Context: an optimization exercise on an open-source flow, tuned for small area, a short achievable clock period and few clock cycles per item. The choices shown serve that exercise and are no tape-out recipe. Where RTL was checked, it was by simulation tests only, not by an equivalence proof against the original. Power figures rest on the tool's default switching activity, not on a simulated workload.

==> flow/design.v <==
module huffman(clk, reset, gray_valid, gray_data, CNT_valid, CNT1, CNT2, CNT3, CNT4, CNT5, CNT6,
               code_valid, HC1, HC2, HC3, HC4, HC5, HC6, M1, M2, M3, M4, M5, M6);
input clk;
input reset;
input gray_valid;
input [7:0] gray_data;
output reg CNT_valid;
output [7:0] CNT1, CNT2, CNT3, CNT4, CNT5, CNT6;
output reg code_valid;
output [7:0] HC1, HC2, HC3, HC4, HC5, HC6;
output [7:0] M1, M2, M3, M4, M5, M6;
reg        pv;           
reg  [2:0] pd;
reg        run;          
reg  [3:0] tc;           
reg  [7:0] w [0:5];      
reg  [5:0] m [0:5];      
reg  [4:0] r [1:6];      
assign CNT1 = w[5]; assign CNT2 = w[0]; assign CNT3 = w[1];
assign CNT4 = w[2]; assign CNT5 = w[3]; assign CNT6 = w[4];
wire go      = run | CNT_valid;
wire step    = go & (~tc[3] | (tc[2:0] < 3'd5));    
wire combine = (tc > 4'd4) & tc[0] & (tc != 4'd13);
wire [4:0] uns;
assign uns[0] = tc < 4'd4;
assign uns[1] = tc < 4'd3;
assign uns[2] = tc < 4'd2;
assign uns[3] = tc < 4'd1;
assign uns[4] = 1'b0;
wire [5:1] lt;
genvar gi;
generate for (gi = 1; gi < 6; gi = gi + 1) begin : g_lt
  assign lt[gi] = w[gi] < w[0];
end endgenerate
wire [4:0] c = uns | lt;
wire [7:0] sum = w[0] + w[1];
always @(posedge clk or posedge reset) begin
  if (reset) begin
    pv <= 1'b0; pd <= 3'd0; CNT_valid <= 1'b0; code_valid <= 1'b0;
    run <= 1'b0; tc <= 4'd0;
  end else begin
    pv <= gray_valid & ~run;
    pd <= gray_data[2:0];
    CNT_valid <= pv & ~gray_valid;
    if (CNT_valid) run <= 1'b1;
    if (step) tc <= tc + 4'd1;
    code_valid <= step & (tc == 4'd12);
  end
end
integer i;
always @(posedge clk) begin
  if (reset) begin
    for (i = 0; i < 6; i = i + 1) w[i] <= 8'd0;
  end else if (step) begin
    if (combine) begin
      w[0] <= sum;
      for (i = 1; i < 5; i = i + 1) w[i] <= w[i+1];
      w[5] <= 8'hff;
    end else begin
      for (i = 0; i < 5; i = i + 1)
        if (c[i]) w[i] <= w[i+1];
        else if (i == 0 || c[i-1]) w[i] <= w[0];
      if (c[4]) w[5] <= w[0];
    end
  end else if (pv) begin
    for (i = 0; i < 5; i = i + 1)
      if (pd == i + 2) w[i] <= w[i] + 8'd1;
    if (pd == 3'd1) w[5] <= w[5] + 8'd1;
  end
end
always @* m[5] = ~(m[0] | m[1] | m[2] | m[3] | m[4]);
always @(posedge clk or posedge reset) begin
  if (reset) begin
    m[0] <= 6'b000010; m[1] <= 6'b000100; m[2] <= 6'b001000;
    m[3] <= 6'b010000; m[4] <= 6'b100000;
  end else if (step) begin
    if (combine) begin
      m[0] <= m[0] | m[1];
      for (i = 1; i < 5; i = i + 1) m[i] <= m[i+1];
    end else begin
      for (i = 0; i < 5; i = i + 1)
        if (c[i]) m[i] <= m[i+1];
        else if (i == 0 || c[i-1]) m[i] <= m[0];
    end
  end
end
function [4:0] lead(input [4:0] v);    
  lead = {v[4], v[3] & ~v[4], v[2] & ~|v[4:3], v[1] & ~|v[4:2], v[0] & ~|v[4:1]};
endfunction
function [4:0] add_bit(input [4:0] v, input b);   
  reg [4:0] l;
  begin
    l = lead(v);
    add_bit = (v & ~l) | (l & {5{b}}) | {l[3:0], 1'b0};
  end
endfunction
genvar k;
generate for (k = 1; k <= 6; k = k + 1) begin : g_lvl
  wire a = m[0][k-1];
  wire b = m[1][k-1];
  always @(posedge clk or posedge reset) begin
    if (reset) r[k] <= 5'b00001;
    else if (step & combine & (a | b)) r[k] <= add_bit(r[k], a);
  end
end endgenerate
function [7:0] mask_of(input [4:0] v);
  mask_of = {3'b000, |v[4], |v[4:3], |v[4:2], |v[4:1], 1'b1};   
endfunction
function [7:0] code_of(input [4:0] v, input b);
  code_of = {3'b000, v & ({1'b0, |v[4], |v[4:3], |v[4:2], |v[4:1]} | {5{b}})};
endfunction
assign M1 = mask_of(r[1]); assign HC1 = code_of(r[1], m[0][0]);
assign M2 = mask_of(r[2]); assign HC2 = code_of(r[2], m[0][1]);
assign M3 = mask_of(r[3]); assign HC3 = code_of(r[3], m[0][2]);
assign M4 = mask_of(r[4]); assign HC4 = code_of(r[4], m[0][3]);
assign M5 = mask_of(r[5]); assign HC5 = code_of(r[5], m[0][4]);
assign M6 = mask_of(r[6]); assign HC6 = code_of(r[6], m[0][5]);
endmodule
Settings: LEC_CHECK=0, CAP_MARGIN=20, CORE_MARGIN=2, CORE_UTILIZATION=40, SETUP_SLACK_MARGIN=1.4, SLEW_MARGIN=20; clock period 4.0 ns.
run.sh (not shown) runs the stock make flow with config.mk's settings and CLKGATE_MAP_FILE= SYNTH_SCRIPT=/design/flow/synth_recipe.tcl, a recipe that flattens the netlist after the stock synthesis.
==> next run, changes <==
--- a/flow/design.v
+++ b/flow/design.v
@@ -7,12 +7,11 @@
 output reg CNT_valid;
 output [7:0] CNT1, CNT2, CNT3, CNT4, CNT5, CNT6;
 output reg code_valid;
 output [7:0] HC1, HC2, HC3, HC4, HC5, HC6;
 output [7:0] M1, M2, M3, M4, M5, M6;
-reg        pv;           
-reg  [2:0] pd;
+reg        gv1;          
 reg        run;          
 reg  [3:0] tc;           
 reg  [7:0] w [0:5];      
 reg  [5:0] m [0:5];      
 reg  [4:0] r [1:6];      
@@ -34,16 +33,15 @@
 end endgenerate
 wire [4:0] c = uns | lt;
 wire [7:0] sum = w[0] + w[1];
 always @(posedge clk or posedge reset) begin
   if (reset) begin
-    pv <= 1'b0; pd <= 3'd0; CNT_valid <= 1'b0; code_valid <= 1'b0;
+    gv1 <= 1'b0; CNT_valid <= 1'b0; code_valid <= 1'b0;
     run <= 1'b0; tc <= 4'd0;
   end else begin
-    pv <= gray_valid & ~run;
-    pd <= gray_data[2:0];
-    CNT_valid <= pv & ~gray_valid;
+    gv1 <= gray_valid;
+    CNT_valid <= gv1 & ~gray_valid;
     if (CNT_valid) run <= 1'b1;
     if (step) tc <= tc + 4'd1;
     code_valid <= step & (tc == 4'd12);
   end
 end
@@ -60,14 +58,14 @@
       for (i = 0; i < 5; i = i + 1)
         if (c[i]) w[i] <= w[i+1];
         else if (i == 0 || c[i-1]) w[i] <= w[0];
       if (c[4]) w[5] <= w[0];
     end
-  end else if (pv) begin
+  end else if (gray_valid & ~run) begin
     for (i = 0; i < 5; i = i + 1)
-      if (pd == i + 2) w[i] <= w[i] + 8'd1;
-    if (pd == 3'd1) w[5] <= w[5] + 8'd1;
+      if (gray_data[2:0] == i + 2) w[i] <= w[i] + 8'd1;
+    if (gray_data[2:0] == 3'd1) w[5] <= w[5] + 8'd1;
   end
 end
 always @* m[5] = ~(m[0] | m[1] | m[2] | m[3] | m[4]);
 always @(posedge clk or posedge reset) begin
   if (reset) begin
Outcome: Clock power is higher by about 7%. Wire length is lower by 3.8%. Final cell count is higher by 2.1%. Cell area is higher by 2.9%. First-iteration DRC count is higher by 4.8%. Power is higher by 4.8%.
Testbench counts after the change, summed over its fixed seeds: cycles 22,080, images 192.
Function not checked in the first run of this note: the RTL went through the layout flow alone.

==> separate check: timing with driven ports <==
No port has a modelled driver above. Below, the same layouts with a new extraction and two added sets of constraints. Step 1: set_driving_cell puts a clkbuf_16 on clk and a buf_2 on each other input, an assumption about the parent block. Step 2 times the ports against the registers' clock, not the clock port: input delays grow and output delays shrink by t, the midpoint of the rising clock arrivals with the driver on. Three values: ideal ports, drivers, drivers and shift; two values: the first two.
run | t (ns) | setup WS [ns] | hold slack, ns | slew at the worst register clock pin (ns)
the first run | 0.468 | 1.431 / 1.386 / 1.234 | 0.429 / 0.429 / 0.429 | 0.06 / 0.06
the second run | 0.467 | 1.419 / 1.409 / 1.066 | 0.461 / 0.461 / 0.461 | 0.06 / 0.06
After both steps every run listed still meets setup and hold. For the second run, which loses most, drivers alone change the setup slack by -0.010 ns; drivers and shift together by -0.353 ns.
